Source: an optimization exercise on an open RTL-to-GDS flow (aim: small area). Production flows keep margins and buffers that such runs may drop. No functional check of the RTL was part of this run. Power and IR drop assume default switching activity.

==> design/flow/design.v <==
module Brick_Escape
	(
		CLOCK_50,						 
		rst,							 
        KEY,
        SW,
		  HEX0,
		  HEX1,
		  HEX2,
		  HEX3,
		  HEX4,
		  HEX5,
		  HEX6,
		  HEX7,
		fb_x,
		fb_y,
		fb_colour
	);
	input			CLOCK_50;				 
	input			rst;
	input   [9:0]   SW;
	input   [3:0]   KEY;
	output  [7:0]   HEX0;
	output  [7:0]   HEX1;
	output  [7:0]   HEX2;
	output  [7:0]   HEX3;
	output  [7:0]   HEX4;
	output  [7:0]   HEX5;
	output  [7:0]   HEX6;
	output  [7:0]   HEX7;
	output  [6:0]   fb_x;
	output  [6:0]   fb_y;
	output  [2:0]   fb_colour;
	wire resetn;
	assign resetn = ~SW[0];
	wire [2:0] colour;
	wire [6:0] x;
	wire [6:0] y;
	assign fb_x = x;
	assign fb_y = y;
	assign fb_colour = colour;
	 wire wonGame;
	 wire go_next, clear_screen, print_path, update_player, update_enemy, wait_screen;	 
	 wire update;		 
	 rateDivider ratedivider(CLOCK_50, rst, update);
	 wire [6:0] playerx;		 
	 wire [6:0] playery;		 
	 wire collided;
	 Player player(CLOCK_50, rst, update, resetn, playerx, playery, KEY, wonGame, collided);
	 wire [6:0] enemyx;
	 wire [6:0] enemyy;
	 wire [6:0] collisionx;
	 wire [6:0] collisiony;
	 wire [6:0] enemyIterator;
	 wire [6:0] collisionIterator;
	 EnemyController enemies(CLOCK_50, rst, update, resetn, enemyx, enemyy, collisionx, collisiony, enemyIterator, collisionIterator);
	 Collision collision(CLOCK_50, rst, clear_screen, playerx, playery, collisionx, collisiony, collided, collisionIterator, wonGame);
	 Controller controller(CLOCK_50, rst, resetn, go_next, print_path, update_player, update_enemy, wait_screen);
	 Datapath datapath(CLOCK_50, rst, resetn, clear_screen, go_next, print_path, update_player, update_enemy, wait_screen, playerx, playery, enemyx, enemyy, enemyIterator, x, y, colour);
	 Score score(CLOCK_50, rst, resetn, playerx, playery, collided, wonGame, HEX0, HEX1, HEX2, HEX3, HEX4, HEX5, HEX6, HEX7);
endmodule
module Collision(clk, rst, clear_screen, playerx, playery, enemyx, enemyy, collided, collisionIterator, wonGame);
	input clk;
	input rst;
	input [6:0] playerx;
	input [6:0] playery;
	input [6:0] enemyx;
	input [6:0] enemyy;
	output reg collided;
	output reg [6:0] collisionIterator;  
	output reg wonGame;
	output reg clear_screen;
		reg [6:0] collisionIterator_nx;
	reg collided_nx;
	reg wonGame_nx;
	reg clear_screen_nx;
	always @(*)
	begin
		collisionIterator_nx = collisionIterator;
		collided_nx = collided;
		wonGame_nx = wonGame;
		clear_screen_nx = clear_screen;
		if(rst)
	begin
		collisionIterator_nx = 7'd0;
		collided_nx = 1'd0;
		wonGame_nx = 1'd0;
		clear_screen_nx = 1'd0;
	end
	else
	begin
		collisionIterator_nx = collisionIterator_nx + 1'd1;
		if(collisionIterator_nx > 7'd66)  
		begin
			collisionIterator_nx = 1'd0;
		end
		else
		begin
			if((playerx == enemyx) && (playery == enemyy))
			begin
				collided_nx = 1'd1;
			end
			else if(((7'd11 <= playerx && playerx <= 7'd21) && (7'd0 <= playery && playery <= 7'd40)) ||
			((7'd11 <= playerx && playerx <= 7'd36) && (7'd40 <= playery && playery <= 7'd42)) ||
			((7'd26 <= playerx && playerx <= 7'd36) && (7'd10 <= playery && playery <= 7'd42)) ||
			((7'd36 <= playerx && playerx <= 7'd43) && (7'd10 <= playery && playery <= 7'd30)) ||
			((7'd43 <= playerx && playerx <= 7'd51) && (7'd10 <= playery && playery <= 7'd60)) ||
			((7'd11 <= playerx && playerx <= 7'd51) && (7'd60 <= playery && playery <= 7'd70)) ||
			((7'd11 <= playerx && playerx <= 7'd21) && (7'd70 <= playery && playery <= 7'd75)) ||
			((7'd11 <= playerx && playerx <= 7'd51) && (7'd75 <= playery && playery <= 7'd83)) ||
			((7'd41 <= playerx && playerx <= 7'd51) && (7'd83 <= playery && playery <= 7'd88)) ||
			((7'd11 <= playerx && playerx <= 7'd51) && (7'd88 <= playery && playery <= 7'd94)) ||
			((7'd11 <= playerx && playerx <= 7'd15) && (7'd95 <= playery && playery <= 7'd99)) ||
			((7'd11 <= playerx && playerx <= 7'd66) && (7'd96 <= playery && playery <= 7'd99)) ||
			((7'd56 <= playerx && playerx <= 7'd66) && (7'd10 <= playery && playery <= 7'd96)) ||
			((7'd66 <= playerx && playerx <= 7'd86) && (7'd10 <= playery && playery <= 7'd40)) ||
			((7'd76 <= playerx && playerx <= 7'd77) && (7'd40 <= playery && playery <= 7'd100)) ||
			((7'd11 <= playerx && playerx <= 7'd77) && (7'd101 <= playery && playery <= 7'd110)) ||
			((7'd11 <= playerx && playerx <= 7'd31) && (7'd110 <= playery && playery <= 7'd115)) ||
			((7'd11 <= playerx && playerx <= 7'd96) && (7'd115 <= playery && playery <= 7'd120)) ||
			((7'd86 <= playerx && playerx <= 7'd96) && (7'd50 <= playery && playery <= 7'd115)) ||
			((7'd96 <= playerx && playerx <= 7'd127) && (7'd50 <= playery && playery <= 7'd54)))
			begin
				collided_nx = 1'd0;
				clear_screen_nx = 1'd0;
			end
			else  
			begin
				clear_screen_nx = 1'd1;
				collided_nx = 1'd1;
			end
		end
		if((playerx > 7'd124 && playerx < 7'd126) && (playery > 7'd50 && playery < 7'd55))
			begin
				wonGame_nx = 1'd1;
			end
		else
			begin
				wonGame_nx = 1'd0;
			end
	end
	end
	always @(posedge clk)
	begin
		collisionIterator <= collisionIterator_nx;
		collided <= collided_nx;
		wonGame <= wonGame_nx;
		clear_screen <= clear_screen_nx;
	end
endmodule
module Datapath(clk, rst, resetn, clear_screen, go_next, print_path, update_player, update_enemy, wait_screen, playerx, playery, enemyx, enemyy, enemyIterator, x, y, colour);
	input clk;
	input rst;
	input resetn;
	input print_path;
	input update_player;
	input update_enemy;
	input wait_screen;
	input [6:0] playerx;
	input [6:0] playery;
	input [6:0] enemyx;
	input [6:0] enemyy;
	reg [6:0] clear_screen_x;
	reg [6:0] clear_screen_y;
	parameter NUMOFENEMIES = 66;
	reg [6:0] pathx;
	reg [6:0] pathy;
	output reg [6:0] enemyIterator;
	output reg go_next;
	output reg [6:0] x;
	output reg [6:0] y;
	output reg [2:0] colour;
	input clear_screen;
	reg cleared;
	reg path1;
	reg path2;
	reg path3;
	reg path4;
	reg path5;
	reg path6;
	reg path7;
	reg path8;
	reg path9;
	reg path10;
	reg path11;
	reg path12;
	reg path13;
	reg path14;
	reg path15;
	reg path16;
	reg path17;
	reg path18;
	reg path19;
	reg path20;
	reg finishLine;
	reg get_new_path;
	reg [6:0] pathx_beg;
	reg [6:0] pathy_beg;
	reg [6:0] pathx_end;
	reg [6:0] pathy_end;
		reg [6:0] clear_screen_x_nx;
	reg [6:0] clear_screen_y_nx;
	reg [6:0] pathx_nx;
	reg [6:0] pathy_nx;
	reg [6:0] enemyIterator_nx;
	reg go_next_nx;
	reg [6:0] x_nx;
	reg [6:0] y_nx;
	reg [2:0] colour_nx;
	reg cleared_nx;
	reg path1_nx;
	reg path2_nx;
	reg path3_nx;
	reg path4_nx;
	reg path5_nx;
	reg path6_nx;
	reg path7_nx;
	reg path8_nx;
	reg path9_nx;
	reg path10_nx;
	reg path11_nx;
	reg path12_nx;
	reg path13_nx;
	reg path14_nx;
	reg path15_nx;
	reg path16_nx;
	reg path17_nx;
	reg path18_nx;
	reg path19_nx;
	reg path20_nx;
	reg finishLine_nx;
	reg get_new_path_nx;
	reg [6:0] pathx_beg_nx;
	reg [6:0] pathy_beg_nx;
	reg [6:0] pathx_end_nx;
	reg [6:0] pathy_end_nx;
	always @(*)
	begin
		clear_screen_x_nx = clear_screen_x;
		clear_screen_y_nx = clear_screen_y;
		pathx_nx = pathx;
		pathy_nx = pathy;
		enemyIterator_nx = enemyIterator;
		go_next_nx = go_next;
		x_nx = x;
		y_nx = y;
		colour_nx = colour;
		cleared_nx = cleared;
		path1_nx = path1;
		path2_nx = path2;
		path3_nx = path3;
		path4_nx = path4;
		path5_nx = path5;
		path6_nx = path6;
		path7_nx = path7;
		path8_nx = path8;
		path9_nx = path9;
		path10_nx = path10;
		path11_nx = path11;
		path12_nx = path12;
		path13_nx = path13;
		path14_nx = path14;
		path15_nx = path15;
		path16_nx = path16;
		path17_nx = path17;
		path18_nx = path18;
		path19_nx = path19;
		path20_nx = path20;
		finishLine_nx = finishLine;
		get_new_path_nx = get_new_path;
		pathx_beg_nx = pathx_beg;
		pathy_beg_nx = pathy_beg;
		pathx_end_nx = pathx_end;
		pathy_end_nx = pathy_end;
			begin
			if(rst)		 
				begin
					get_new_path_nx = 1'd1;
					go_next_nx = 1'd0;
					x_nx = 7'd15;
					y_nx = 7'd2;
					colour_nx = 3'b011;
					clear_screen_x_nx = 7'd0;
					clear_screen_y_nx = 7'd0;
					cleared_nx = 1'b0;
					pathx_nx = 7'd0;
					pathy_nx = 7'd0;
					pathx_beg_nx = 7'd0;
					pathy_beg_nx = 7'd0;
					pathx_end_nx = 7'd0;
					pathy_end_nx = 7'd0;
					enemyIterator_nx = 7'd0;
					finishLine_nx = 1'd0;
					path1_nx = 1'd0;
					path2_nx = 1'd0;
					path3_nx = 1'd0;
					path4_nx = 1'd0;
					path5_nx = 1'd0;
					path6_nx = 1'd0;
					path7_nx = 1'd0;
					path8_nx = 1'd0;
					path9_nx = 1'd0;
					path10_nx = 1'd0;
					path11_nx = 1'd0;
					path12_nx = 1'd0;
					path13_nx = 1'd0;
					path14_nx = 1'd0;
					path15_nx = 1'd0;
					path16_nx = 1'd0;
					path17_nx = 1'd0;
					path18_nx = 1'd0;
					path19_nx = 1'd0;
					path20_nx = 1'd0;
				end
			else if(~resetn)		 
				begin
					go_next_nx = 1'd0;
					x_nx = 7'd15;
					y_nx = 7'd2;
					colour_nx = 3'b011;
				end
			else
				begin
					if(print_path)
					begin
						go_next_nx = 1'd0;
						if(clear_screen)
						begin
							cleared_nx = 1'b0;
						end
						if(!cleared_nx)
						begin
							x_nx = clear_screen_x_nx;
							y_nx = clear_screen_y_nx;
							colour_nx = 3'b000;
							clear_screen_x_nx = clear_screen_x_nx + 1'd1;	 
							if(clear_screen_x_nx > 7'd126)	 
							begin
								clear_screen_x_nx = 1'd0;	 
								clear_screen_y_nx = clear_screen_y_nx + 1'd1;	 
							end
							else if(clear_screen_x_nx == 7'd126 && clear_screen_y_nx == 7'd126)	 
							begin
								clear_screen_x_nx = 1'd0;	 
								clear_screen_y_nx = 1'd0;
								cleared_nx = 1'b1;	 
							end
						end
						else
						begin
							if(!path20_nx)
							begin
								colour_nx = 3'b111;
							end
							else
							begin
								colour_nx = 3'b011;
							end
							if(!path1_nx && get_new_path_nx == 1'd1)
							begin
								pathx_beg_nx = 7'd10;
								pathy_beg_nx = 7'd0;
								pathx_nx = 7'd10;
								pathy_nx = 7'd0;
								pathx_end_nx = 7'd20;
								pathy_end_nx = 7'd40;
								get_new_path_nx = 1'd0;
							end
							if(!path2_nx && get_new_path_nx == 1'd1)
							begin
								pathx_beg_nx = 7'd10;
								pathy_beg_nx = 7'd40;
								pathx_nx = 7'd10;
								pathy_nx = 7'd40;
								pathx_end_nx = 7'd35;
								pathy_end_nx = 7'd42;
								get_new_path_nx = 1'd0;
							end
							if(!path3_nx && get_new_path_nx == 1'd1)
							begin
								pathx_beg_nx = 7'd25;
								pathy_beg_nx = 7'd10;
								pathx_nx = 7'd25;
								pathy_nx = 7'd10;
								pathx_end_nx = 7'd35;
								pathy_end_nx = 7'd42;
								get_new_path_nx = 1'd0;
							end
							if(!path4_nx && get_new_path_nx == 1'd1)
							begin
								pathx_beg_nx = 7'd35;
								pathy_beg_nx = 7'd10;
								pathx_nx = 7'd35;
								pathy_nx = 7'd10;
								pathx_end_nx = 7'd42;
								pathy_end_nx = 7'd30;
								get_new_path_nx = 1'd0;
							end
							if(!path5_nx && get_new_path_nx == 1'd1)
							begin
								pathx_beg_nx = 7'd42;
								pathy_beg_nx = 7'd10;
								pathx_nx = 7'd42;
								pathy_nx = 7'd10;
								pathx_end_nx = 7'd50;
								pathy_end_nx = 7'd60;
								get_new_path_nx = 1'd0;
							end
							if(!path6_nx && get_new_path_nx == 1'd1)
							begin
								pathx_beg_nx = 7'd10;
								pathy_beg_nx = 7'd60;
								pathx_nx = 7'd10;
								pathy_nx = 7'd60;
								pathx_end_nx = 7'd50;
								pathy_end_nx = 7'd70;
								get_new_path_nx = 1'd0;
							end
							if(!path7_nx && get_new_path_nx == 1'd1)
							begin
								pathx_beg_nx = 7'd10;
								pathy_beg_nx = 7'd70;
								pathx_nx = 7'd10;
								pathy_nx = 7'd70;
								pathx_end_nx = 7'd20;
								pathy_end_nx = 7'd75;
								get_new_path_nx = 1'd0;
							end
							if(!path8_nx && get_new_path_nx == 1'd1)
							begin
								pathx_beg_nx = 7'd10;
								pathy_beg_nx = 7'd75;
								pathx_nx = 7'd10;
								pathy_nx = 7'd75;
								pathx_end_nx = 7'd50;
								pathy_end_nx = 7'd83;
								get_new_path_nx = 1'd0;
							end
							if(!path9_nx && get_new_path_nx == 1'd1)
							begin
								pathx_beg_nx = 7'd40;
								pathy_beg_nx = 7'd83;
								pathx_nx = 7'd40;
								pathy_nx = 7'd83;
								pathx_end_nx = 7'd50;
								pathy_end_nx = 7'd88;
								get_new_path_nx = 1'd0;
							end
							if(!path10_nx && get_new_path_nx == 1'd1)
							begin
								pathx_beg_nx = 7'd10;
								pathy_beg_nx = 7'd88;
								pathx_nx = 7'd10;
								pathy_nx = 7'd88;
								pathx_end_nx = 7'd50;
								pathy_end_nx = 7'd94;
								get_new_path_nx = 1'd0;
							end
							if(!path11_nx && get_new_path_nx == 1'd1)
							begin
								pathx_beg_nx = 7'd10;
								pathy_beg_nx = 7'd95;
								pathx_nx = 7'd10;
								pathy_nx = 7'd95;
								pathx_end_nx = 7'd14;
								pathy_end_nx = 7'd99;
								get_new_path_nx = 1'd0;
							end
							if(!path12_nx && get_new_path_nx == 1'd1)
							begin
								pathx_beg_nx = 7'd10;
								pathy_beg_nx = 7'd96;
								pathx_nx = 7'd10;
								pathy_nx = 7'd96;
								pathx_end_nx = 7'd65;
								pathy_end_nx = 7'd99;
								get_new_path_nx = 1'd0;
							end
							if(!path13_nx && get_new_path_nx == 1'd1)
							begin
								pathx_beg_nx = 7'd55;
								pathy_beg_nx = 7'd10;
								pathx_nx = 7'd55;
								pathy_nx = 7'd10;
								pathx_end_nx = 7'd65;
								pathy_end_nx = 7'd96;
								get_new_path_nx = 1'd0;
							end
							if(!path14_nx && get_new_path_nx == 1'd1)
							begin
								pathx_beg_nx = 7'd65;
								pathy_beg_nx = 7'd10;
								pathx_nx = 7'd65;
								pathy_nx = 7'd10;
								pathx_end_nx = 7'd85;
								pathy_end_nx = 7'd40;
								get_new_path_nx = 1'd0;
							end
							if(!path15_nx && get_new_path_nx == 1'd1)
							begin
								pathx_beg_nx = 7'd75;
								pathy_beg_nx = 7'd40;
								pathx_nx = 7'd75;
								pathy_nx = 7'd40;
								pathx_end_nx = 7'd76;
								pathy_end_nx = 7'd100;
								get_new_path_nx = 1'd0;
							end
							if(!path16_nx && get_new_path_nx == 1'd1)
							begin
								pathx_beg_nx = 7'd10;
								pathy_beg_nx = 7'd101;
								pathx_nx = 7'd10;
								pathy_nx = 7'd101;
								pathx_end_nx = 7'd76;
								pathy_end_nx = 7'd110;
								get_new_path_nx = 1'd0;
							end
							if(!path17_nx && get_new_path_nx == 1'd1)
							begin
								pathx_beg_nx = 7'd10;
								pathy_beg_nx = 7'd110;
								pathx_nx = 7'd10;
								pathy_nx = 7'd110;
								pathx_end_nx = 7'd30;
								pathy_end_nx = 7'd115;
								get_new_path_nx = 1'd0;
							end
							if(!path18_nx && get_new_path_nx == 1'd1)
							begin
								pathx_beg_nx = 7'd10;
								pathy_beg_nx = 7'd115;
								pathx_nx = 7'd10;
								pathy_nx = 7'd115;
								pathx_end_nx = 7'd95;
								pathy_end_nx = 7'd120;
								get_new_path_nx = 1'd0;
							end
							if(!path19_nx && get_new_path_nx == 1'd1)
							begin
								pathx_beg_nx = 7'd85;
								pathy_beg_nx = 7'd50;
								pathx_nx = 7'd85;
								pathy_nx = 7'd50;
								pathx_end_nx = 7'd95;
								pathy_end_nx = 7'd115;
								get_new_path_nx = 1'd0;
							end
							if(!path20_nx && get_new_path_nx == 1'd1)
							begin
								pathx_beg_nx = 7'd95;
								pathy_beg_nx = 7'd50;
								pathx_nx = 7'd95;
								pathy_nx = 7'd50;
								pathx_end_nx = 7'd126;
								pathy_end_nx = 7'd54;
								get_new_path_nx = 1'd0;
							end
							if(!finishLine_nx && get_new_path_nx == 1'd1)
							begin
								pathx_beg_nx = 7'd124;
								pathy_beg_nx = 7'd50;
								pathx_nx = 7'd124;
								pathy_nx = 7'd50;
								pathx_end_nx = 7'd126;
								pathy_end_nx = 7'd54;
								get_new_path_nx = 1'd0;
							end
							if(pathx_nx > pathx_end_nx)
							begin
								pathx_nx = pathx_beg_nx;
								pathy_nx = pathy_nx + 1'd1;
							end
							else if(pathx_nx == pathx_end_nx && pathy_nx == pathy_end_nx)
							begin
								get_new_path_nx = 1'd1;
								if(!path1_nx)
									path1_nx = 1'd1;
								else if(!path2_nx)
									path2_nx = 1'd1;
								else if(!path3_nx)
									path3_nx = 1'd1;
								else if(!path4_nx)
									path4_nx = 1'd1;
								else if(!path5_nx)
									path5_nx = 1'd1;
								else if(!path6_nx)
									path6_nx = 1'd1;
								else if(!path7_nx)
									path7_nx = 1'd1;
								else if(!path8_nx)
									path8_nx = 1'd1;
								else if(!path9_nx)
									path9_nx = 1'd1;
								else if(!path10_nx)
									path10_nx = 1'd1;
								else if(!path11_nx)
									path11_nx = 1'd1;
								else if(!path12_nx)
									path12_nx = 1'd1;
								else if(!path13_nx)
									path13_nx = 1'd1;
								else if(!path14_nx)
									path14_nx = 1'd1;
								else if(!path15_nx)
									path15_nx = 1'd1;
								else if(!path16_nx)
									path16_nx = 1'd1;
								else if(!path17_nx)
									path17_nx = 1'd1;
								else if(!path18_nx)
									path18_nx = 1'd1;
								else if(!path19_nx)
									path19_nx = 1'd1;
								else if(!path20_nx)
									path20_nx = 1'd1;
								else
								begin
									go_next_nx = 1'd1;
									path1_nx = 1'd0;
									path2_nx = 1'd0;
									path3_nx = 1'd0;
									path4_nx = 1'd0;
									path5_nx = 1'd0;
									path6_nx = 1'd0;
									path7_nx = 1'd0;
									path8_nx = 1'd0;
									path9_nx = 1'd0;
									path10_nx = 1'd0;
									path11_nx = 1'd0;
									path12_nx = 1'd0;
									path13_nx = 1'd0;
									path14_nx = 1'd0;
									path15_nx = 1'd0;
									path16_nx = 1'd0;
									path17_nx = 1'd0;
									path18_nx = 1'd0;
									path19_nx = 1'd0;
									path20_nx = 1'd0;
								end
							end
							pathx_nx = pathx_nx + 1'd1;
							x_nx = pathx_nx;
							y_nx = pathy_nx;
						end
					end
					if(update_player)
					begin
						go_next_nx = 1'd0;
						x_nx = playerx;
						y_nx = playery;
						colour_nx = 3'b011;
						go_next_nx = 1'd1;
					end
					if(update_enemy)
					begin
						go_next_nx = 1'd0;
						x_nx = enemyx;
						y_nx = enemyy;
						colour_nx = 3'b100;
						enemyIterator_nx = enemyIterator_nx + 1'd1;
						if(enemyIterator_nx >= NUMOFENEMIES)
						begin
							go_next_nx = 1'd1;
							enemyIterator_nx = 1'd0;
						end
					end
					if(wait_screen)
					begin
						go_next_nx = 1'd1;
					end
				end
		end
	end
	always @(posedge clk)
	begin
		clear_screen_x <= clear_screen_x_nx;
		clear_screen_y <= clear_screen_y_nx;
		pathx <= pathx_nx;
		pathy <= pathy_nx;
		enemyIterator <= enemyIterator_nx;
		go_next <= go_next_nx;
		x <= x_nx;
		y <= y_nx;
		colour <= colour_nx;
		cleared <= cleared_nx;
		path1 <= path1_nx;
		path2 <= path2_nx;
		path3 <= path3_nx;
		path4 <= path4_nx;
		path5 <= path5_nx;
		path6 <= path6_nx;
		path7 <= path7_nx;
		path8 <= path8_nx;
		path9 <= path9_nx;
		path10 <= path10_nx;
		path11 <= path11_nx;
		path12 <= path12_nx;
		path13 <= path13_nx;
		path14 <= path14_nx;
		path15 <= path15_nx;
		path16 <= path16_nx;
		path17 <= path17_nx;
		path18 <= path18_nx;
		path19 <= path19_nx;
		path20 <= path20_nx;
		finishLine <= finishLine_nx;
		get_new_path <= get_new_path_nx;
		pathx_beg <= pathx_beg_nx;
		pathy_beg <= pathy_beg_nx;
		pathx_end <= pathx_end_nx;
		pathy_end <= pathy_end_nx;
	end
endmodule
module Controller(clk, rst, resetn, go_next, print_path, update_player, update_enemy, wait_screen);
	input clk;
	input rst;
	input resetn;
	input go_next;
	output reg print_path;
	output reg update_player;
	output reg update_enemy;
	output reg wait_screen;
	reg [1:0] current_state, next_state;
	localparam	S_PRINT_PATH		= 2'd0,
					S_UPDATE_PLAYER	= 2'd1,
					S_UPDATE_ENEMY		= 2'd2,
					S_WAIT_SCREEN		= 2'd3;
	always @(*)
		begin: state_table
			case (current_state)
				S_PRINT_PATH: 		next_state = go_next ? S_UPDATE_PLAYER :	S_PRINT_PATH;
				S_UPDATE_PLAYER: 	next_state = go_next ? S_UPDATE_ENEMY	:	S_UPDATE_PLAYER;
				S_UPDATE_ENEMY:	next_state = go_next ? S_WAIT_SCREEN	:	S_UPDATE_ENEMY;
				S_WAIT_SCREEN:		next_state = S_PRINT_PATH;
			endcase
		end
	always @(*)
		begin: enable_signals
			print_path = 1'd0;
			update_player = 1'd0;
			update_enemy = 1'd0;
			wait_screen = 1'd0;
			case (current_state)
				S_PRINT_PATH:
					begin
						print_path = 1'd1;
					end
				S_UPDATE_PLAYER:
					begin
						update_player = 1'd1;
					end
				S_UPDATE_ENEMY:
					begin
						update_enemy = 1'd1;
					end
				S_WAIT_SCREEN:
					begin
						wait_screen = 1'd1;
					end
			endcase
		end
	always @(posedge clk)
		begin: curr_state_FSM
			if(rst || ~resetn)
				current_state <= S_PRINT_PATH;
			else
				current_state <= next_state;
		end
endmodule
module EnemyController(clk, rst, update, resetn, enemyx, enemyy, collisionx, collisiony, enemyIterator, collisionIterator);
	 input update;
	 input resetn;
	 input clk;
	 input rst;
	 input [6:0] enemyIterator;
	 input [6:0] collisionIterator;
	 parameter NUMOFENEMIES = 66;
	 output reg [6:0] enemyx;			 
	 output reg [6:0] enemyy;			 
	 output reg [6:0] collisionx;
	 output reg [6:0] collisiony;
	 wire [6:0] enemyx_array [0:NUMOFENEMIES-1];	 
	 wire [6:0] enemyy_array [0:NUMOFENEMIES-1];	 
	 Enemy enemy1(clk, rst, update, resetn, enemyx_array[0], enemyy_array[0], 1'b1, 1'b1, 7'd10, 7'd11, 7'd5);
	 Enemy enemy2(clk, rst, update, resetn, enemyx_array[1], enemyy_array[1], 1'b1, 1'b0, 7'd10, 7'd21, 7'd15);
	 Enemy enemy3(clk, rst, update, resetn, enemyx_array[2], enemyy_array[2], 1'b1, 1'b1, 7'd10, 7'd11, 7'd10);
	 Enemy enemy4(clk, rst, update, resetn, enemyx_array[3], enemyy_array[3], 1'b1, 1'b0, 7'd10, 7'd21, 7'd20);
	 Enemy enemy5(clk, rst, update, resetn, enemyx_array[4], enemyy_array[4], 1'b1, 1'b1, 7'd10, 7'd11, 7'd30);
	 Enemy enemy6(clk, rst, update, resetn, enemyx_array[5], enemyy_array[5], 1'b1, 1'b0, 7'd10, 7'd21, 7'd35);
	 Enemy enemy7(clk, rst, update, resetn, enemyx_array[6], enemyy_array[6], 1'b1, 1'b1, 7'd10, 7'd41, 7'd85);
	 Enemy enemy8(clk, rst, update, resetn, enemyx_array[7], enemyy_array[7], 1'b1, 1'b1, 7'd25, 7'd11, 7'd41);
	 Enemy enemy9(clk, rst, update, resetn, enemyx_array[8], enemyy_array[8], 1'b0, 1'b0, 7'd2, 7'd23, 7'd40);
	 Enemy enemy10(clk, rst, update, resetn, enemyx_array[9], enemyy_array[9], 1'b0, 1'b0, 7'd20, 7'd38, 7'd10);
	 Enemy enemy11(clk, rst, update, resetn, enemyx_array[10], enemyy_array[10], 1'b1, 1'b1, 7'd8, 7'd43, 7'd31);
	 Enemy enemy12(clk, rst, update, resetn, enemyx_array[11], enemyy_array[11], 1'b1, 1'b0, 7'd8, 7'd51, 7'd41);
	 Enemy enemy13(clk, rst, update, resetn, enemyx_array[12], enemyy_array[12], 1'b1, 1'b1, 7'd8, 7'd43, 7'd51);
	 Enemy enemy14(clk, rst, update, resetn, enemyx_array[13], enemyy_array[13], 1'b1, 1'b0, 7'd8, 7'd51, 7'd59);
	 Enemy enemy15(clk, rst, update, resetn, enemyx_array[14], enemyy_array[14], 1'b0, 1'b0, 7'd10, 7'd40, 7'd60);
	 Enemy enemy16(clk, rst, update, resetn, enemyx_array[15], enemyy_array[15], 1'b0, 1'b1, 7'd10, 7'd35, 7'd70);
	 Enemy enemy17(clk, rst, update, resetn, enemyx_array[16], enemyy_array[16], 1'b0, 1'b0, 7'd10, 7'd30, 7'd60);
	 Enemy enemy18(clk, rst, update, resetn, enemyx_array[17], enemyy_array[17], 1'b0, 1'b1, 7'd10, 7'd25, 7'd70);	 
	 Enemy enemy19(clk, rst, update, resetn, enemyx_array[18], enemyy_array[18], 1'b0, 1'b0, 7'd10, 7'd15, 7'd60);
	 Enemy enemy20(clk, rst, update, resetn, enemyx_array[19], enemyy_array[19], 1'b1, 1'b1, 7'd10, 7'd11, 7'd72);
	 Enemy enemy21(clk, rst, update, resetn, enemyx_array[20], enemyy_array[20], 1'b0, 1'b0, 7'd8, 7'd30, 7'd75);
	 Enemy enemy22(clk, rst, update, resetn, enemyx_array[21], enemyy_array[21], 1'b0, 1'b1, 7'd8, 7'd38, 7'd83);
	 Enemy enemy23(clk, rst, update, resetn, enemyx_array[22], enemyy_array[22], 1'b0, 1'b0, 7'd6, 7'd35, 7'd88);
	 Enemy enemy24(clk, rst, update, resetn, enemyx_array[23], enemyy_array[23], 1'b0, 1'b0, 7'd6, 7'd19, 7'd88);
	 Enemy enemy25(clk, rst, update, resetn, enemyx_array[24], enemyy_array[24], 1'b0, 1'b1, 7'd3, 7'd20, 7'd99);
	 Enemy enemy26(clk, rst, update, resetn, enemyx_array[25], enemyy_array[25], 1'b0, 1'b0, 7'd3, 7'd23, 7'd96);
	 Enemy enemy27(clk, rst, update, resetn, enemyx_array[26], enemyy_array[26], 1'b0, 1'b1, 7'd3, 7'd26, 7'd99);
	 Enemy enemy28(clk, rst, update, resetn, enemyx_array[27], enemyy_array[27], 1'b0, 1'b0, 7'd3, 7'd29, 7'd96);
	 Enemy enemy29(clk, rst, update, resetn, enemyx_array[28], enemyy_array[28], 1'b0, 1'b1, 7'd3, 7'd32, 7'd99);
	 Enemy enemy30(clk, rst, update, resetn, enemyx_array[29], enemyy_array[29], 1'b0, 1'b0, 7'd3, 7'd35, 7'd96);
	 Enemy enemy31(clk, rst, update, resetn, enemyx_array[30], enemyy_array[30], 1'b0, 1'b1, 7'd3, 7'd38, 7'd99);
	 Enemy enemy32(clk, rst, update, resetn, enemyx_array[31], enemyy_array[31], 1'b0, 1'b0, 7'd3, 7'd41, 7'd96);
	 Enemy enemy33(clk, rst, update, resetn, enemyx_array[32], enemyy_array[32], 1'b0, 1'b1, 7'd3, 7'd44, 7'd99);
	 Enemy enemy34(clk, rst, update, resetn, enemyx_array[33], enemyy_array[33], 1'b0, 1'b0, 7'd3, 7'd47, 7'd96);
	 Enemy enemy35(clk, rst, update, resetn, enemyx_array[34], enemyy_array[34], 1'b1, 1'b1, 7'd10, 7'd56, 7'd88);
	 Enemy enemy36(clk, rst, update, resetn, enemyx_array[35], enemyy_array[35], 1'b1, 1'b0, 7'd10, 7'd66, 7'd80);
	 Enemy enemy37(clk, rst, update, resetn, enemyx_array[36], enemyy_array[36], 1'b1, 1'b1, 7'd10, 7'd56, 7'd70);
	 Enemy enemy38(clk, rst, update, resetn, enemyx_array[37], enemyy_array[37], 1'b1, 1'b0, 7'd10, 7'd66, 7'd65);
	 Enemy enemy39(clk, rst, update, resetn, enemyx_array[38], enemyy_array[38], 1'b1, 1'b1, 7'd10, 7'd56, 7'd55);
	 Enemy enemy40(clk, rst, update, resetn, enemyx_array[39], enemyy_array[39], 1'b1, 1'b0, 7'd10, 7'd66, 7'd50);
	 Enemy enemy41(clk, rst, update, resetn, enemyx_array[40], enemyy_array[40], 1'b0, 1'b1, 7'd4, 7'd76, 7'd40);
	 Enemy enemy42(clk, rst, update, resetn, enemyx_array[41], enemyy_array[41], 1'b1, 1'b1, 7'd6, 7'd73, 7'd40);
	 Enemy enemy43(clk, rst, update, resetn, enemyx_array[42], enemyy_array[42], 1'b0, 1'b0, 7'd9, 7'd76, 7'd101);
	 Enemy enemy44(clk, rst, update, resetn, enemyx_array[43], enemyy_array[43], 1'b0, 1'b1, 7'd9, 7'd65, 7'd110);
	 Enemy enemy45(clk, rst, update, resetn, enemyx_array[44], enemyy_array[44], 1'b0, 1'b1, 7'd9, 7'd60, 7'd110);
	 Enemy enemy46(clk, rst, update, resetn, enemyx_array[45], enemyy_array[45], 1'b0, 1'b1, 7'd9, 7'd55, 7'd110);
	 Enemy enemy47(clk, rst, update, resetn, enemyx_array[46], enemyy_array[46], 1'b0, 1'b1, 7'd9, 7'd50, 7'd110);
	 Enemy enemy48(clk, rst, update, resetn, enemyx_array[47], enemyy_array[47], 1'b0, 1'b0, 7'd9, 7'd45, 7'd101);
	 Enemy enemy49(clk, rst, update, resetn, enemyx_array[48], enemyy_array[48], 1'b0, 1'b0, 7'd9, 7'd40, 7'd101);
	 Enemy enemy50(clk, rst, update, resetn, enemyx_array[49], enemyy_array[49], 1'b0, 1'b0, 7'd9, 7'd35, 7'd101);
	 Enemy enemy51(clk, rst, update, resetn, enemyx_array[50], enemyy_array[50], 1'b0, 1'b0, 7'd9, 7'd30, 7'd101);
	 Enemy enemy52(clk, rst, update, resetn, enemyx_array[51], enemyy_array[51], 1'b0, 1'b1, 7'd9, 7'd25, 7'd110);
	 Enemy enemy53(clk, rst, update, resetn, enemyx_array[52], enemyy_array[52], 1'b0, 1'b0, 7'd9, 7'd20, 7'd101);
	 Enemy enemy54(clk, rst, update, resetn, enemyx_array[53], enemyy_array[53], 1'b0, 1'b1, 7'd9, 7'd15, 7'd110);
	 Enemy enemy55(clk, rst, update, resetn, enemyx_array[54], enemyy_array[54], 1'b0, 1'b0, 7'd9, 7'd11, 7'd101);
	 Enemy enemy56(clk, rst, update, resetn, enemyx_array[55], enemyy_array[55], 1'b1, 1'b1, 7'd20, 7'd11, 7'd112);
	 Enemy enemy57(clk, rst, update, resetn, enemyx_array[56], enemyy_array[56], 1'b0, 1'b0, 7'd5, 7'd35, 7'd115);
	 Enemy enemy58(clk, rst, update, resetn, enemyx_array[57], enemyy_array[57], 1'b0, 1'b0, 7'd5, 7'd40, 7'd115);
	 Enemy enemy59(clk, rst, update, resetn, enemyx_array[58], enemyy_array[58], 1'b0, 1'b1, 7'd5, 7'd45, 7'd120);
	 Enemy enemy60(clk, rst, update, resetn, enemyx_array[59], enemyy_array[59], 1'b0, 1'b1, 7'd5, 7'd50, 7'd120);
	 Enemy enemy61(clk, rst, update, resetn, enemyx_array[60], enemyy_array[60], 1'b0, 1'b0, 7'd5, 7'd55, 7'd115);
	 Enemy enemy62(clk, rst, update, resetn, enemyx_array[61], enemyy_array[61], 1'b0, 1'b0, 7'd5, 7'd60, 7'd115);
	 Enemy enemy63(clk, rst, update, resetn, enemyx_array[62], enemyy_array[62], 1'b0, 1'b1, 7'd5, 7'd65, 7'd120);
	 Enemy enemy64(clk, rst, update, resetn, enemyx_array[63], enemyy_array[63], 1'b0, 1'b1, 7'd5, 7'd70, 7'd120);
	 Enemy enemy65(clk, rst, update, resetn, enemyx_array[64], enemyy_array[64], 1'b0, 1'b0, 7'd5, 7'd75, 7'd115);
	 Enemy enemy66(clk, rst, update, resetn, enemyx_array[65], enemyy_array[65], 1'b0, 1'b0, 7'd5, 7'd80, 7'd115);
	 always @(*)
	 begin
		enemyx = 7'd0;
		enemyy = 7'd0;
		collisionx = 7'd0;
		collisiony = 7'd0;
		if(enemyIterator < NUMOFENEMIES)
		begin
			enemyx = enemyx_array[enemyIterator];
			enemyy = enemyy_array[enemyIterator];
		end
		if(collisionIterator < NUMOFENEMIES)
		begin
			collisionx = enemyx_array[collisionIterator];
			collisiony = enemyy_array[collisionIterator];
		end
	 end
endmodule
module Enemy(clk, rst, update, resetn, enemyx, enemyy, left_and_right, start_right_or_up, max_movement, enemyx_init, enemyy_init);
	input clk;
	input rst;
	input update;
	input resetn;
	input left_and_right;  
	input [6:0] enemyx_init;
	input [6:0] enemyy_init;
	input [6:0] max_movement;
	input start_right_or_up;
	reg [6:0] movement_position;
	reg left_right;	 
	reg up_down;		 
	output reg [6:0] enemyx;
	output reg [6:0] enemyy;
	reg initialize;
		reg [6:0] movement_position_nx;
	reg left_right_nx;
	reg up_down_nx;
	reg [6:0] enemyx_nx;
	reg [6:0] enemyy_nx;
	reg initialize_nx;
	always @(*)
	begin
		movement_position_nx = movement_position;
		left_right_nx = left_right;
		up_down_nx = up_down;
		enemyx_nx = enemyx;
		enemyy_nx = enemyy;
		initialize_nx = initialize;
		if(rst)
	begin
		initialize_nx = 1'd1;
		enemyx_nx = enemyx_init;
		enemyy_nx = enemyy_init;
		left_right_nx = start_right_or_up;
		up_down_nx = start_right_or_up;
		movement_position_nx = 7'd0;
	end
	else if(update)
	begin
		if(initialize_nx || ~resetn)
		begin
			enemyx_nx = enemyx_init;
			enemyy_nx = enemyy_init;
			left_right_nx = start_right_or_up;
			up_down_nx = start_right_or_up;
			movement_position_nx = 7'd0;
			initialize_nx = 1'd0;
		end
		else
		begin
			if(left_and_right)	 
			begin
				if(movement_position_nx == max_movement)	 
				begin
					left_right_nx = ~left_right_nx;
					movement_position_nx = 1'd0;
				end
				if(left_right_nx == 1'b0)
				begin
					enemyx_nx = enemyx_nx - 1'd1;			 
				end
				else
				begin
					enemyx_nx = enemyx_nx + 1'd1;			 
				end
			end
			else		 
			begin
				if(movement_position_nx == max_movement)	 
				begin
					up_down_nx = ~up_down_nx;
					movement_position_nx = 1'd0;
				end
				if(up_down_nx == 1'b0)
				begin
					enemyy_nx = enemyy_nx + 1'd1;			 
				end
				else
				begin
					enemyy_nx = enemyy_nx - 1'd1;			 
				end
			end
			movement_position_nx = movement_position_nx + 1'b1;	 
		end
	end
	end
	always @(posedge clk)
	begin
		movement_position <= movement_position_nx;
		left_right <= left_right_nx;
		up_down <= up_down_nx;
		enemyx <= enemyx_nx;
		enemyy <= enemyy_nx;
		initialize <= initialize_nx;
	end
endmodule
module Player(clk, rst, update, resetn, playerx, playery, KEY, wonGame, collided);
	input rst;
	input update;
	input resetn;
	input wonGame;
	input collided;
	input clk;
	output reg [6:0] playerx;
	output reg [6:0] playery;
	input [3:0] KEY;
		reg [6:0] playerx_nx;
	reg [6:0] playery_nx;
	always @(*)
	begin
		playerx_nx = playerx;
		playery_nx = playery;
		begin
		if(rst || collided || ~resetn || wonGame)
		begin
			playerx_nx = 7'd15; 
			playery_nx = 7'd2; 
		end
		else
		begin
			if(update)
			begin
				if(~KEY[3])  
				begin
					playerx_nx = playerx_nx - 1'b1;
				end
				if(~KEY[2])  
				begin
					playery_nx = playery_nx - 1'b1;
				end
				if(~KEY[1])  
				begin
					playery_nx = playery_nx + 1'b1;
				end
				if(~KEY[0])  
				begin
					playerx_nx = playerx_nx + 1'b1;
				end
			end
		end
	end
	end
	always @(posedge clk)
	begin
		playerx <= playerx_nx;
		playery <= playery_nx;
	end
endmodule
module rateDivider(clk, rst, update);
	input clk;
	input rst;
	output reg update;
	reg [25:0] counter;
		reg [25:0] counter_nx;
	reg update_nx;
	always @(*)
	begin
		counter_nx = counter;
		update_nx = update;
		if(rst)
	begin
		counter_nx = 26'd0;
		update_nx = 1'd0;
	end
	else
	begin
		counter_nx = counter_nx + 1'd1;
		if(counter_nx > 26'd1023)
		begin
			counter_nx = 1'd0;
		end
		update_nx = (counter_nx == 1'd0) ? 1 : 0;
	end
	end
	always @(posedge clk)
	begin
		counter <= counter_nx;
		update <= update_nx;
	end
endmodule
module Score(clk, rst, resetn, playerx, playery, collided, wonGame, HEX0, HEX1, HEX2, HEX3, HEX4, HEX5, HEX6, HEX7);
		input clk;
		input rst;
		input collided;
		input resetn;
		input [6:0] playerx;
		input [6:0] playery;
		input wonGame;
		reg [9:0] currentScore;
		reg [9:0] bestScore;
		reg [3:0] deathCounter1;
		reg [3:0] deathCounter2;
		reg [3:0] deathCounter3;
		reg [3:0] deathCounter4;
		reg [3:0] high_deathCounter1;
		reg [3:0] high_deathCounter2;
		reg [3:0] high_deathCounter3;
		reg [3:0] high_deathCounter4;
		output [7:0] HEX0;
		output [7:0] HEX1;
		output [7:0] HEX2;
		output [7:0] HEX3;
		output [7:0] HEX4;
		output [7:0] HEX5;
		output [7:0] HEX6;
		output [7:0] HEX7;
		reg highScoreExists;
		reg resetScore;
			reg [9:0] currentScore_nx;
	reg [9:0] bestScore_nx;
	reg [3:0] deathCounter1_nx;
	reg [3:0] deathCounter2_nx;
	reg [3:0] deathCounter3_nx;
	reg [3:0] deathCounter4_nx;
	reg [3:0] high_deathCounter1_nx;
	reg [3:0] high_deathCounter2_nx;
	reg [3:0] high_deathCounter3_nx;
	reg [3:0] high_deathCounter4_nx;
	reg highScoreExists_nx;
	reg resetScore_nx;
	always @(*)
	begin
		currentScore_nx = currentScore;
		bestScore_nx = bestScore;
		deathCounter1_nx = deathCounter1;
		deathCounter2_nx = deathCounter2;
		deathCounter3_nx = deathCounter3;
		deathCounter4_nx = deathCounter4;
		high_deathCounter1_nx = high_deathCounter1;
		high_deathCounter2_nx = high_deathCounter2;
		high_deathCounter3_nx = high_deathCounter3;
		high_deathCounter4_nx = high_deathCounter4;
		highScoreExists_nx = highScoreExists;
		resetScore_nx = resetScore;
			if(rst)
		begin
			deathCounter1_nx = 4'd0;
			deathCounter2_nx = 4'd0;
			deathCounter3_nx = 4'd0;
			deathCounter4_nx = 4'd0;
			high_deathCounter1_nx = 4'd0;
			high_deathCounter2_nx = 4'd0;
			high_deathCounter3_nx = 4'd0;
			high_deathCounter4_nx = 4'd0;
			currentScore_nx = 10'd0;
			bestScore_nx = 10'd0;
			highScoreExists_nx = 1'd0;
			resetScore_nx = 1'd0;
		end
		else
		begin
			if(~resetn || resetScore_nx)  
			begin
				deathCounter1_nx = 1'd0;
				deathCounter2_nx = 1'd0;
				deathCounter3_nx = 1'd0;
				deathCounter4_nx = 1'd0;
				currentScore_nx = 1'd0;
				resetScore_nx = 1'd0;
			end
			else if(collided)  
			begin
				currentScore_nx = currentScore_nx + 1'd1;
				deathCounter1_nx = deathCounter1_nx + 1'd1;
				if(deathCounter1_nx == 4'd10)
				begin
					deathCounter1_nx = 1'd0;
					deathCounter2_nx = deathCounter2_nx + 1'd1;
				end
				if(deathCounter2_nx == 4'd10)
				begin
					deathCounter2_nx = 1'd0;
					deathCounter3_nx = deathCounter3_nx + 1'd1;
				end
				if(deathCounter3_nx == 4'd10)
				begin
					deathCounter3_nx = 1'd0;
					deathCounter4_nx = deathCounter4_nx + 1'd1;
				end
			end
			if(wonGame && !resetScore)  
			begin
				if(!highScoreExists_nx || (currentScore_nx < bestScore_nx))
				begin
					high_deathCounter1_nx = deathCounter1_nx;
					high_deathCounter2_nx = deathCounter2_nx;
					high_deathCounter3_nx = deathCounter3_nx;
					high_deathCounter4_nx = deathCounter4_nx;
					bestScore_nx = currentScore_nx;
					highScoreExists_nx = 1'd1;
					resetScore_nx = 1'd1;
				end
			end
		end
	end
	always @(posedge clk)
	begin
		currentScore <= currentScore_nx;
		bestScore <= bestScore_nx;
		deathCounter1 <= deathCounter1_nx;
		deathCounter2 <= deathCounter2_nx;
		deathCounter3 <= deathCounter3_nx;
		deathCounter4 <= deathCounter4_nx;
		high_deathCounter1 <= high_deathCounter1_nx;
		high_deathCounter2 <= high_deathCounter2_nx;
		high_deathCounter3 <= high_deathCounter3_nx;
		high_deathCounter4 <= high_deathCounter4_nx;
		highScoreExists <= highScoreExists_nx;
		resetScore <= resetScore_nx;
	end
		hex_display hex0(deathCounter1, HEX0);
		hex_display hex1(deathCounter2, HEX1);
		hex_display hex2(deathCounter3, HEX2);
		hex_display hex3(deathCounter4, HEX3);
		hex_display hex4(high_deathCounter1, HEX4);
		hex_display hex5(high_deathCounter2, HEX5);
		hex_display hex6(high_deathCounter3, HEX6);
		hex_display hex7(high_deathCounter4, HEX7);
endmodule
module hex_display(IN, OUT);
    input [3:0] IN;
	 output reg [7:0] OUT;
	 always @(*)
	 begin
		case(IN[3:0])
			4'b0000: OUT = 7'b1000000;
			4'b0001: OUT = 7'b1111001;
			4'b0010: OUT = 7'b0100100;
			4'b0011: OUT = 7'b0110000;
			4'b0100: OUT = 7'b0011001;
			4'b0101: OUT = 7'b0010010;
			4'b0110: OUT = 7'b0000010;
			4'b0111: OUT = 7'b1111000;
			4'b1000: OUT = 7'b0000000;
			4'b1001: OUT = 7'b0011000;
			4'b1010: OUT = 7'b0001000;
			4'b1011: OUT = 7'b0000011;
			4'b1100: OUT = 7'b1000110;
			4'b1101: OUT = 7'b0100001;
			4'b1110: OUT = 7'b0000110;
			4'b1111: OUT = 7'b0001110;
			default: OUT = 7'b0111111;
		endcase
	end
endmodule
==> design/flow/run.sh <==
#!/bin/bash
# synth_recipe.tcl (not shown) runs the flow's synth.tcl, then flattens the netlist and writes it again
# the make line also repeats each setting of config.mk as NAME=value (left out here)
make -C /OpenROAD-flow-scripts/flow DESIGN_CONFIG=/design/flow/config.mk WORK_HOME=/design/flow/orfs CLKGATE_MAP_FILE= SYNTH_SCRIPT=/design/flow/synth_recipe.tcl finish
==> design/flow/config.mk <==
export PLATFORM = sky130hd
export DESIGN_NAME = Brick_Escape
export DESIGN_NICKNAME = Brick_Escape
export VERILOG_FILES = /design/flow/design.v
export SDC_FILE = /design/flow/constraint.sdc
export NUM_CORES = 4
export LEC_CHECK = 0
export CAP_MARGIN = 40
export CORE_MARGIN = 2
export CORE_UTILIZATION = 40
export SLEW_MARGIN = 20
==> design/flow/constraint.sdc <==
create_clock -name core_clock -period 10.0 [get_ports {CLOCK_50}]
set_input_delay 2.0000 -clock core_clock [delete_from_list [all_inputs] [get_ports {CLOCK_50}]]
set_output_delay 2.0000 -clock core_clock [all_outputs]
set_load 0.01 [all_outputs]
==> notes.md <==
## cells by family (layout without fill, tap and decap cells)
group                      Yosys count  count (layout)  share of synthesized area (%)
DFF                               1314            1314                           33.4
xor gates and xnor gates           812             812                           9.03
adders and majority gates          514             514                           8.79
buffers and inverters              795             908                           4.08
AOI/OAI and AO/OA                 2604            2604                           21.7
muxes                               78              78                           1.01
and+or+nand+nor                   3642            3642                           22.0
other                                1              28                        0.00476
## metal layers
layer	vias to the layer above	GRT usage, %
li1	34990	-
met1	36394	40.9
met2	2780	46.2
met3	748	6.20
met4	14	13.3
met5	-	0
## critical path: stages (launching register included)
cell,delay [ps]
sky130_fd_sc_hd__dfxtp_1,610
sky130_fd_sc_hd__and4_1,420
sky130_fd_sc_hd__nand3_1,430
sky130_fd_sc_hd__nor3_1,310
sky130_fd_sc_hd__buf_4,250
sky130_fd_sc_hd__nand2_1,210
sky130_fd_sc_hd__o21ai_0,550
sky130_fd_sc_hd__nor2b_1,130
sky130_fd_sc_hd__ha_1,320
sky130_fd_sc_hd__nor2b_1,140
sky130_fd_sc_hd__o21a_1,110
sky130_fd_sc_hd__o21a_1,100
sky130_fd_sc_hd__o21ai_0,70
sky130_fd_sc_hd__a21oi_1,370
sky130_fd_sc_hd__o21a_1,430
sky130_fd_sc_hd__mux2i_1,510
sky130_fd_sc_hd__ha_1,300
sky130_fd_sc_hd__nand2_1,60
sky130_fd_sc_hd__o21ai_0,270
sky130_fd_sc_hd__nand4b_1,170
sky130_fd_sc_hd__mux2i_1,280
sky130_fd_sc_hd__o211ai_1,130
## power groups by stage
stage	combinational (mW)	clock [mW]	sequential [mW]
final	0.936	5.91	5.49
after global routing	1.02	6.26	5.49
after CTS	0.912	6.05	5.48
after detailed placement	0.907	0	5.60
after global placement	0.888	0	5.59
after floorplan	0.634	0	5.51
## metrics by stage
stage          cell area (µm²)  total power, mW
2_1_floorplan            78900             6.15
3_3_place_gp             82300             6.48
3_5_place_dp             82700             6.50
4_1_cts                  88000             12.4
5_1_grt                  88300             12.8
6_report                 88300             12.3
## cells in the mapped netlist (23+ instances only)
cell type                  number  share of area, %
sky130_fd_sc_hd__a311oi_1      39              0.43
sky130_fd_sc_hd__and3_1       201               1.6
sky130_fd_sc_hd__a22o_1        66              0.73
sky130_fd_sc_hd__a22oi_1      403               3.8
sky130_fd_sc_hd__a211oi_1      48              0.46
sky130_fd_sc_hd__a21oi_1      687               4.4
sky130_fd_sc_hd__a21o_1       283               2.7
sky130_fd_sc_hd__clkbuf_1     320               1.5
sky130_fd_sc_hd__nor4_1        63              0.50
sky130_fd_sc_hd__nor3b_1       50              0.48
sky130_fd_sc_hd__or4_1         23              0.22
sky130_fd_sc_hd__mux2i_1       64              0.81
sky130_fd_sc_hd__nand3b_1      58              0.55
sky130_fd_sc_hd__xnor2_1      461               5.1
sky130_fd_sc_hd__o211ai_1      28              0.27
sky130_fd_sc_hd__or2_2         34              0.27
sky130_fd_sc_hd__nor2_1      1359               6.5
sky130_fd_sc_hd__dfxtp_1     1314                33
sky130_fd_sc_hd__nand2_1      780               3.7
sky130_fd_sc_hd__o21ai_0      516               3.3
sky130_fd_sc_hd__a31oi_1       52              0.41
sky130_fd_sc_hd__buf_2         44              0.28
sky130_fd_sc_hd__nand4_1      134               1.1
sky130_fd_sc_hd__a32oi_1       40              0.44
sky130_fd_sc_hd__o31ai_1       25              0.24
sky130_fd_sc_hd__buf_1         66              0.31
sky130_fd_sc_hd__nor3_1       199               1.3
sky130_fd_sc_hd__and2_1        88              0.70
sky130_fd_sc_hd__nor4b_1       51              0.57
sky130_fd_sc_hd__nand2b_1      59              0.47
sky130_fd_sc_hd__o21bai_1      85              0.81
sky130_fd_sc_hd__nand3_1      359               2.3
sky130_fd_sc_hd__a221oi_1      65              0.72
sky130_fd_sc_hd__o22ai_1       44              0.35
sky130_fd_sc_hd__xor2_1       351               3.9
sky130_fd_sc_hd__ha_1         448               7.1
sky130_fd_sc_hd__nor2b_1       43              0.34
sky130_fd_sc_hd__or3_1         47              0.37
sky130_fd_sc_hd__fa_1          66               1.7
sky130_fd_sc_hd__inv_1        329               1.6
## worst paths after layout
kind | cells past startpoint | to
max reg2reg | 21 | datapath.x[6]
max | 21 | datapath.x[6]
min reg2reg | 2 | score.bestScore[6]
min | 2 | score.bestScore[6]
## area by class of cell
class                      count  area [µm²]  share of cell area (%)
antenna                        4        10.0                  0.0113
sequential                  1314       26300                    29.8
clock inverter                58         841                   0.952
multi-input combinational   7674       49500                    56.1
inverter                     334        1270                    1.43
clock buffer                 226        4490                    5.09
tap                         2624        3280                    3.72
timing repair buffer         290        2610                    2.95
==> notes.md <==
- The internal power of the cells totals 9.10 mW.
- The initial antenna violation count was 17.
- The final layout contains 10.3k nets.
- Registers are responsible for ~45% of the overall power.
- CTS placed an instance of sky130_fd_sc_hd__clkbuf_16 at the clock tree root.
- The quantity of I/O buffers inserted on ports is 79.
- Global routing finished with a remaining overflow of 0.
- The critical path startpoint is datapath.path3.
- The largest net degree at the start of global routing is ~180.
- The distinct cell type count of the synthesized netlist is 106.
- The max-cap violation count is 0.
- The leading cell type in the layout, fill and taps excluded is sky130_fd_sc_hd__nor2_1.
- The fraction of power spent switching nets is 26.3%.
- After synthesis, the share of flip-flops with an asynchronous set or reset is 0%.
- The vertical die dimension is 448 µm.
- The post-synthesis area per instance is 8.07 µm².
- The clock net in this run drives a total of 1,314 sinks.
- The placer congestion estimate is 1.09.
- The clock edge transition at the registers on the reported setup and hold paths is 60 ps.
- The count of buffers added by post-CTS timing repair for setup is 0.
- The TritonCTS clock tree is done.
- Between clock sinks in the finished design, the worst skew comes to 47.9 ps.
- The fraction of final layout cells with drive strength greater than 1 is 6.04%.
- The average routed wire per standard cell is roughly 25 µm.
- The total of fill cells in the finished design is 19.2k.
- The flip-flop cell with the highest count after synthesis is sky130_fd_sc_hd__dfxtp_1.
- From left edge to right edge, the die measures 448 µm.
- At the pin with the least slew margin, the transition time is 1260 ps.
- Signal routing reaches up to met5.
- The max-slew violation count was 0.
- The clock passes through at most 3 buffers.
- The global-route wire length before repair is 458,000 µm.
- The clock power share is 47.9%.
- The detailed route wirelength on metal3 is 23,700 µm.
- The overall die area is 201,000 µm².
- Ranked by flip-flop count, first place goes to ratedivider.counter.
- In this run, synthesis inferred 0 flip-flops with an integrated enable.
- The total of hold buffers inserted after clock tree synthesis is 0.
- Leaving out fill and tap cells, the most frequent cells in the layout are sky130_fd_sc_hd__nor2_1, sky130_fd_sc_hd__dfxtp_1, sky130_fd_sc_hd__nand2_1, sky130_fd_sc_hd__a21oi_1, sky130_fd_sc_hd__o21ai_0.
- The final layout contains routed wiring with a total length of 311,000 µm.
- The worst hold path begins at score.bestScore[6].
- After layout, the minimum clock period comes to 6280 ps.
- The register with the most flip-flops in the layout has 26 of them.
- In this run the worst path has a maximum fanout of 15.
- The cell area after technology mapping is 78,800 µm².
- The half-perimeter wire length after detailed placement is between 200,000 and 250,000 µm.
- Data on the critical path arrives at its endpoint at 6990 ps.
- The relative slew slack is between 15 and 20%.
- The vias per cell is 5.98.
- The number of rows created at floorplan is 162.
- For this configuration, the core starts out at a cell density of 40.3%.
- In the detailed route, the total length drawn on met2 is 133,000 µm.
- Across all setup checks in the final design, the least slack found is 3720 ps.
- Adding up every negative setup slack in the final design gives 0 ps.
- The gate count of the mapped netlist is 9,760.
- The final-report hold violation count is 0.
- The warning count from the yosys run is 9.
- Sequential cells were found to cover 33.4% of the synthesized design area.
- Setup repair after global routing left no endpoint under its margin.
- The via count of the first global-routing pass is 69.8k.
- In this run, the combinational gates consume 7.6% of the power.
- The post-place setup slack is roughly 3500 ps.
- The worst register-to-register path has a setup slack of 3720 ps.
- The finished layout holds 12.5k standard cells, fillers aside.
- The leakage power figure is 34.7 nW.
- 97 I/O pins were placed.
- Power spread over the standard cell area amounts to 140 nW/µm².
- STA classifies the critical path startpoint as a flip-flop.
- The classification of the worst-slack hold path is flip-flop to flip-flop.
- The first detailed-routing pass took 8 iterations.
- STA classifies the critical path endpoint as a flip-flop.
- The post-route core utilization is 45.2%.
- Global routing used 30.2% of the available tracks.
- The number of placed cells counting well taps is 12.2k.
- The routed length on met1 is between 100,000 and 150,000 µm.
- IR analysis of the VDD net gives a maximum drop of 161 µV.
- Relative to the synthesized area, the layout overhead comes to 12.1%.
- In this run the critical register-to-register path is launched from datapath.path3.
- Across all hold checks on the routed design, the worst slack comes to approximately 450 ps.
- For the worst-skew pair, the clock arrives at the later sink with an insertion delay of ~850 ps.
- In this run, CTS created clock tree buffers numbering 154.
- The post-route clock period utilization is 62.8%.
- The maximum operating frequency is 159 MHz.
- The critical path class is flip-flop to flip-flop.
- The first routing iteration left 7,588 violations.
- The run finished with no timing, DRC or antenna violations.
- In the final layout, the registers with the most flip-flops are ratedivider.counter x26, score.bestScore x10, score.currentScore x10.
- The overall via count from detail_route is 74.9k.
- The number of H-tree branching levels is 4.
- The floorplan step defined a core boundary enclosing around 200,000 µm².
- The post-cts gate resize count is 0.
- Setup violations remaining at the end of the flow were counted as 0.
- The detail route stage leaves a number of antenna-violating nets equal to 0.
- In this run the power spent charging and discharging nets is 3.24 mW.
- The flop and latch count out of synthesis is approximately 1.3k.
- For this run, design rule violations remaining after detail routing come to 0.
- STA puts the critical path data required time at 10,720 ps.

afterwards: timing with drivers on the ports:
The flow's constraints put no driver on any port. The routed layout listed below was extracted and timed again, unchanged, in two steps.
Step 1, drivers: a clkbuf_16 drives CLOCK_50 and a buf_2 each remaining input, both assumed.
Step 2 times the ports against the registers' clock, not the clock port: input delays grow and output delays shrink by t, the midpoint of the rising clock arrivals with the driver on.
Slacks: ideal ports / drivers / drivers and shift; pairs: ideal ports / drivers.
t, ns: 0.911
setup WS [ns]: 3.724 / 3.724 / 3.724
pins driven straight from the clock port: 1
After both steps setup and hold are still met in this run. For this run, drivers alone change the setup slack by 0.000 ns; drivers and shift together by 0.000 ns.
